Source: an optimization exercise on an open RTL-to-GDS flow (aim: small area and a short achievable clock period). Production flows keep margins and buffers that such runs may drop. RTL that was checked went through simulation tests only; none was proved equivalent to the original. Power is estimated from default activity; no workload was simulated.

job 101:
==> flow/design.v <==
`timescale 1ns / 1ps
module Prefix #(parameter W = 8, parameter KIND = 0) (P, G, CO);
  input  [W-1:0] P, G;
  output [W-1:0] CO;
  reg [W-1:0] g, p;
  integer i, l;
  always @* begin
    g = G;
    p = P;
    if (KIND == 0) begin
      for (l = 0; (1 << l) < W; l = l + 1)
        for (i = (2 << l) - 1; i < W; i = i + (2 << l)) begin
          g[i] = g[i] | (p[i] & g[i - (1 << l)]);
          p[i] = p[i] & p[i - (1 << l)];
        end
      for (l = $clog2(W) - 2; l >= 0; l = l - 1)
        for (i = 3 * (1 << l) - 1; i < W; i = i + (2 << l)) begin
          g[i] = g[i] | (p[i] & g[i - (1 << l)]);
          p[i] = p[i] & p[i - (1 << l)];
        end
    end else if (KIND == 1) begin
      for (l = 0; (1 << l) < W; l = l + 1)
        for (i = W - 1; i >= (1 << l); i = i - 1) begin
          g[i] = g[i] | (p[i] & g[i - (1 << l)]);
          p[i] = p[i] & p[i - (1 << l)];
        end
    end else if (KIND == 2) begin
      for (l = 0; (1 << l) < W; l = l + 1)
        for (i = 0; i < W; i = i + 1)
          if ((i >> l) & 1) begin
            g[i] = g[i] | (p[i] & g[((i >> l) << l) - 1]);
            p[i] = p[i] & p[((i >> l) << l) - 1];
          end
    end else begin
      for (i = 1; i < W; i = i + 1) begin
        g[i] = g[i] | (p[i] & g[i - 1]);
        p[i] = p[i] & p[i - 1];
      end
    end
  end
  assign CO = g;
endmodule
`timescale 1ns / 1ps
`timescale 1ns / 1ps
`timescale 1ns / 1ps
`timescale 1ns / 1ps
`timescale 1ns / 1ps
`timescale 1ns / 1ps
`timescale 1ns / 1ps
module Circuit4(Rst, clk, a, b, c, z, x);
  parameter KLT = 0;    
  parameter KSUM = 0;   
  input clk, Rst;
  input [63:0] a, b, c;
  output reg [31:0] z, x;
  wire [63:0] gab = a & b, pab = a ^ b;
  wire [63:0] gac = a & c, pac = a ^ c;
  wire [63:0] gbc = ~b & c, pbc = ~(b ^ c);    
  wire [31:0] gf = a[31:0] & ~b[31:0];         
  wire [31:0] pf = ~pab[31:0];
  wire [63:0] cab, cac, cbc;
  wire [32:0] sab, sac;
  wire [31:0] cf;
  Prefix #(.W(64), .KIND(KLT)) u_ab (.P(pab), .G(gab), .CO(cab));
  Prefix #(.W(64), .KIND(KLT)) u_ac (.P(pac), .G(gac), .CO(cac));
  Prefix #(.W(64), .KIND(KLT)) u_bc (.P(pbc), .G(gbc), .CO(cbc));
  Prefix #(.W(32), .KIND(KSUM)) u_f (.P(pf), .G({gf[31:1], gf[0] | pf[0]}), .CO(cf));
  wire [32:0] d = pab[32:0] ^ {cab[31:0], 1'b0};
  wire [32:0] e = pac[32:0] ^ {cac[31:0], 1'b0};
  wire [31:0] f = pf ^ {cf[30:0], 1'b1};
  wire dEQe = &pbc;
  wire dLTe = cab[63] ^ cac[63] ^ cbc[63];
  wire [32:0] g = dLTe ? d : e;
  wire [31:0] h = dEQe ? d[31:0] : f;
  reg [32:0] greg;
  reg [31:0] hreg;
  reg rstd;
  wire run = ~(Rst | rstd);
  wire xsh = run & dLTe, xkeep = run & ~dLTe;
  wire zsh = run & dEQe, zkeep = run & ~dEQe;
  always @(posedge clk) begin
    greg <= g;
    hreg <= h;
    rstd <= Rst;
    x <= ({32{xsh}} & {hreg[30:0], 1'b0}) | ({32{xkeep}} & hreg);
    z <= ({32{zsh}} & greg[32:1]) | ({32{zkeep}} & greg[31:0]);
  end
endmodule
==> flow/config.mk <==
export PLATFORM = sky130hd
export DESIGN_NAME = Circuit4
export DESIGN_NICKNAME = Circuit4
export VERILOG_FILES = /design/flow/design.v
export SDC_FILE = /design/flow/constraint.sdc
export NUM_CORES = 4
export LEC_CHECK = 0
export CAP_MARGIN = 20
export CORE_MARGIN = 2
export CORE_UTILIZATION = 40
export SETUP_SLACK_MARGIN = 3.4
export SLEW_MARGIN = 20
export TNS_END_PERCENT = 0
==> flow/constraint.sdc <==
create_clock -name core_clock -period 7.0 [get_ports {clk}]
set_input_delay 1.4000 -clock core_clock [delete_from_list [all_inputs] [get_ports {clk}]]
set_output_delay 1.4000 -clock core_clock [all_outputs]
set_load 0.01 [all_outputs]
standard.sh (not shown) runs the stock make flow with config.mk's settings and CLKGATE_MAP_FILE= SYNTH_SCRIPT=/design/flow/synth_recipe.tcl, a recipe that flattens the netlist after the stock synthesis.
==> flow/flow/run.sh <==
#!/bin/bash
# The standard ORFS layout (standard.sh), with:
#  - synthesis by flow/synth.tcl: the standard script with abc run on
#    flow/abc.script and no full/half-adder extraction;
#  - port buffers of sky130_fd_sc_hd__buf_1 (every input and output port
#    still gets its own buffer);
#  - clock tree synthesis without dummy loads.
# Each tool's full output is in orfs/logs/...; make's own output in make.log.
set -euo pipefail
here=$(pwd)
export MY_ABC_SCRIPT=$here/flow/abc.script
export MY_ABC_D=3000
export BUFFER_PORTS_ARGS="-buffer_cell sky130_fd_sc_hd__buf_1"
export CTS_ARGS="-sink_clustering_enable -repair_clock_nets -dont_use_dummy_load"
bash standard.sh SYNTH_SCRIPT=$here/flow/synth.tcl finish > make.log 2>&1
==> flow/flow/abc.script <==
strash
dch -f
map
topo
buffer -c
stime -c
upsize -c
dnsize -c
==> flow/flow/synth.tcl <==
# The standard synthesis script (synth_recipe.tcl), with two changes made
# by overriding Yosys commands before ORFS's synth.tcl runs:
#  - abc uses the mapping script flow/abc.script (the ORFS call and its
#    liberty, dont_use and constraint arguments are otherwise unchanged);
#  - extract_fa is skipped, so adders stay as plain gates for abc to map.
# Registers, their names and cell types are the same as the standard flow's.
proc synth {args} { yosys synth -nofsm -noshare {*}$args }
proc abc {args} {
  set i [lsearch -exact $args -script]
  lset args [expr {$i + 1}] $::env(MY_ABC_SCRIPT)
  set j [lsearch -exact $args -D]
  if { $j >= 0 } {
    lset args [expr {$j + 1}] $::env(MY_ABC_D)
  } else {
    lappend args -D $::env(MY_ABC_D)
  }
  yosys abc {*}$args
}
proc extract_fa {args} { puts "extract_fa skipped" }
source $::env(SCRIPTS_DIR)/synth.tcl
# left out here: clear keep_hierarchy, flatten, clean up, hide names made inside functions, write 1_2_yosys.v
Job 101 finished end to end and its layout was clean on timing, DRC and antenna.
## Diff of input files: job 102 against job 101
-- flow/design.v --
<<< job 101, line 14
          p[i] = p[i] & p[i - (1 << l)];
        end
      for (l = $clog2(W) - 2; l >= 0; l = l - 1)
        for (i = 3 * (1 << l) - 1; i < W; i = i + (2 << l)) begin
          g[i] = g[i] | (p[i] & g[i - (1 << l)]);
          p[i] = p[i] & p[i - (1 << l)];
        end
    end else if (KIND == 1) begin
      for (l = 0; (1 << l) < W; l = l + 1)
>>> job 102, line 14
          p[i] = p[i] & p[i - (1 << l)];
        end
      for (l = 15; l >= 0; l = l - 1)
        if ((2 << l) < W)
          for (i = 3 * (1 << l) - 1; i < W; i = i + (2 << l)) begin
            g[i] = g[i] | (p[i] & g[i - (1 << l)]);
            p[i] = p[i] & p[i - (1 << l)];
          end
    end else if (KIND == 1) begin
      for (l = 0; (1 << l) < W; l = l + 1)
### Flow results
On sequential share of power, job 101 tracks job 102 almost exactly.
Comparing job 102 with job 101, the number of vias after detailed routing came out essentially unchanged.
Comparing job 102 against job 101, there is no change at all in die outline area.
Wire length of the first global-routing pass essentially unchanged between job 102 and job 101.
Reported for job 102 and job 101, HPWL after detailed placement turned out identical to the last digit.
Horizontal die dimension came out exactly the same in job 102 and job 101.
Reported for job 102 and job 101, critical path buffer and inverter count turned out identical to the last digit.
Only the layout flow was run in job 101; the RTL was not checked for function there.


Circuit4, a different RTL version from the one above (not shown whole).
For scale: ~1700 cells after synthesis, ~130 flip-flops.
==> module Circuit4, before the edit <==
module Circuit4(Rst, clk, a, b, c, z, x);
  parameter KLT = 0;    
  parameter KSUM = 0;   
  input clk, Rst;
  input [63:0] a, b, c;
  output reg [31:0] z, x;
  wire [63:0] gab = a & b, pab = a ^ b;
  wire [63:0] gac = a & c, pac = a ^ c;
  wire [63:0] gbc = ~b & c, pbc = ~(b ^ c);    
  wire [31:0] gf = a[31:0] & ~b[31:0];         
  wire [31:0] pf = ~pab[31:0];
  wire [32:0] cab, cac;
  wire [31:0] cf;
  Prefix #(.W(33), .KIND(KSUM)) u_ab (.P(pab[32:0]), .G(gab[32:0]), .CO(cab));
  Prefix #(.W(33), .KIND(KSUM)) u_ac (.P(pac[32:0]), .G(gac[32:0]), .CO(cac));
  Prefix #(.W(32), .KIND(KSUM)) u_f (.P(pf), .G({gf[31:1], gf[0] | pf[0]}), .CO(cf));
  wire [63:0] lab, lac, lbc;
  Prefix #(.W(64), .KIND(KLT)) l_ab (.P(a | b), .G(gab), .CO(lab));
  Prefix #(.W(64), .KIND(KLT)) l_ac (.P(a | c), .G(gac), .CO(lac));
  Prefix #(.W(64), .KIND(KLT)) l_bc (.P(~b | c), .G(gbc), .CO(lbc));
  wire [32:0] d = pab[32:0] ^ {cab[31:0], 1'b0};
  wire [32:0] e = pac[32:0] ^ {cac[31:0], 1'b0};
  wire [31:0] f = pf ^ {cf[30:0], 1'b1};
  wire dEQe = &pbc;
  wire dLTe = lab[63] ^ lac[63] ^ lbc[63];
  wire [32:0] g = dLTe ? d : e;
  wire [31:0] h = dEQe ? d[31:0] : f;
  reg [32:0] greg;
  reg [31:0] hreg;
  reg rstd;
  wire run = ~(Rst | rstd);
  wire xsh = run & dLTe, xkeep = run & ~dLTe;
  wire zsh = run & dEQe, zkeep = run & ~dEQe;
  always @(posedge clk) begin
    greg <= g;
    hreg <= h;
    rstd <= Rst;
    x <= ({32{xsh}} & {hreg[30:0], 1'b0}) | ({32{xkeep}} & hreg);
    z <= ({32{zsh}} & greg[32:1]) | ({32{zkeep}} & greg[31:0]);
  end
endmodule
export LEC_CHECK = 0
export CAP_MARGIN = 20
export CORE_MARGIN = 2
export CORE_UTILIZATION = 40
export SETUP_SLACK_MARGIN = 3.7
export SLEW_MARGIN = 20
export TNS_END_PERCENT = 0
create_clock -name core_clock -period 7.0 [get_ports {clk}]
==> flow/flow/run.sh <==
#!/bin/bash
# The standard ORFS layout (standard.sh), with:
#  - synthesis by flow/synth.tcl: the standard script with abc run on
#    flow/abc.script and no full/half-adder extraction;
#  - port buffers of sky130_fd_sc_hd__buf_1 (every input and output port
#    still gets its own buffer);
#  - clock tree synthesis without dummy loads.
# Each tool's full output is in orfs/logs/...; make's own output in make.log.
set -euo pipefail
here=$(pwd)
export MY_ABC_SCRIPT=$here/flow/abc.script
export MY_ABC_D=3000
export BUFFER_PORTS_ARGS="-buffer_cell sky130_fd_sc_hd__buf_1"
export CTS_ARGS="-sink_clustering_enable -repair_clock_nets -dont_use_dummy_load -sink_clustering_size 30 -sink_clustering_max_diameter 120 -buf_list {sky130_fd_sc_hd__clkbuf_4 sky130_fd_sc_hd__clkbuf_8}"
bash standard.sh SYNTH_SCRIPT=$here/flow/synth.tcl finish > make.log 2>&1
==> flow/flow/abc.script <==
strash
balance
rewrite
refactor
balance
rewrite -z
refactor -z
balance
dch -f
map -D 1000
topo
buffer -c
stime -c
upsize -c -D 1000
dnsize -c -D 1000
Scripts as last shown in full above: flow/flow/synth.tcl
The baseline produced a clean layout.
Rerun with:
--- a/flow/design.v
+++ b/flow/design.v
@@ -56,28 +56,25 @@
   output reg [31:0] z, x;
   wire [63:0] gab = a & b, pab = a ^ b;
   wire [63:0] gac = a & c, pac = a ^ c;
   wire [63:0] gbc = ~b & c, pbc = ~(b ^ c);    
   wire [31:0] gf = a[31:0] & ~b[31:0];         
   wire [31:0] pf = ~pab[31:0];
-  wire [32:0] cab, cac;
+  wire [63:0] cab, cac, cbc;
+  wire [32:0] sab, sac;
   wire [31:0] cf;
-  Prefix #(.W(33), .KIND(KSUM)) u_ab (.P(pab[32:0]), .G(gab[32:0]), .CO(cab));
-  Prefix #(.W(33), .KIND(KSUM)) u_ac (.P(pac[32:0]), .G(gac[32:0]), .CO(cac));
+  Prefix #(.W(64), .KIND(KLT)) u_ab (.P(pab), .G(gab), .CO(cab));
+  Prefix #(.W(64), .KIND(KLT)) u_ac (.P(pac), .G(gac), .CO(cac));
+  Prefix #(.W(64), .KIND(KLT)) u_bc (.P(pbc), .G(gbc), .CO(cbc));
   Prefix #(.W(32), .KIND(KSUM)) u_f (.P(pf), .G({gf[31:1], gf[0] | pf[0]}), .CO(cf));
-  wire [63:0] lab, lac, lbc;
-  Prefix #(.W(64), .KIND(KLT)) l_ab (.P(a | b), .G(gab), .CO(lab));
-  Prefix #(.W(64), .KIND(KLT)) l_ac (.P(a | c), .G(gac), .CO(lac));
-  Prefix #(.W(64), .KIND(KLT)) l_bc (.P(~b | c), .G(gbc), .CO(lbc));
   wire [32:0] d = pab[32:0] ^ {cab[31:0], 1'b0};
   wire [32:0] e = pac[32:0] ^ {cac[31:0], 1'b0};
-  wire [31:0] f = pf ^ {cf[30:0], 1'b1};
   wire dEQe = &pbc;
-  wire dLTe = lab[63] ^ lac[63] ^ lbc[63];
+  wire dLTe = cab[63] ^ cac[63] ^ cbc[63];
   wire [32:0] g = dLTe ? d : e;
-  wire [31:0] h = dEQe ? d[31:0] : f;
+  wire [31:0] h = pab[31:0] ^ (dEQe ? {cab[30:0], 1'b0} : ~{cf[30:0], 1'b1});
   reg [32:0] greg;
   reg [31:0] hreg;
   reg rstd;
   wire run = ~(Rst | rstd);
   wire xsh = run & dLTe, xkeep = run & ~dLTe;
   wire zsh = run & dEQe, zkeep = run & ~dEQe;
Outcome:
- The new run completed with no timing, DRC or antenna violations
- combinational power stays flat
- core utilization rose by 4.5 points
- routed wire length rose by about 2.6%
- global-route usage fell by 1.1 points
- setup slack gets worse by 0.077 ns
- clock skew is about the same
- synthesized cell count rose by about 1%
- register-to-register slack gets better by 0.17 ns
- die area hardly moves
- final area rose by about 9%
No functional check of the RTL was part of any run of this note.

==> what the ideal ports hide <==
The results above use ideal ports. As a check the final layouts listed here were re-extracted and re-timed, cells and wires unchanged. Step 1: set_driving_cell puts a clkbuf_16 on clk and a buf_2 on each other input, an assumption about the parent block. Step 2 adds t to the input delays and takes it off the output delays; t is the mean of the earliest and latest rising clock arrival at the registers after step 1. Input paths then give back, and output paths get back, about the clock's delay inside the block. Three values: ideal, step 1, step 2; two values: the first two.
run | shift t [ns] | slack for setup (ns) | worst setup path at the end
job 101 | 0.436 | 3.428 / 3.428 / 2.992 | input to register
job 102 | 0.436 | 3.428 / 3.428 / 2.992 | input to register
the first run of note 2 | 0.441 | 3.633 / 3.627 / 3.186 | input to register
the second run of note 2 | 0.471 | 3.557 / 3.570 / 3.099 | input to register
After both steps every run listed still meets setup and hold. The setup slack of the second run of note 2, which loses most, moves by +0.013 ns with the drivers and by -0.458 ns with both steps.
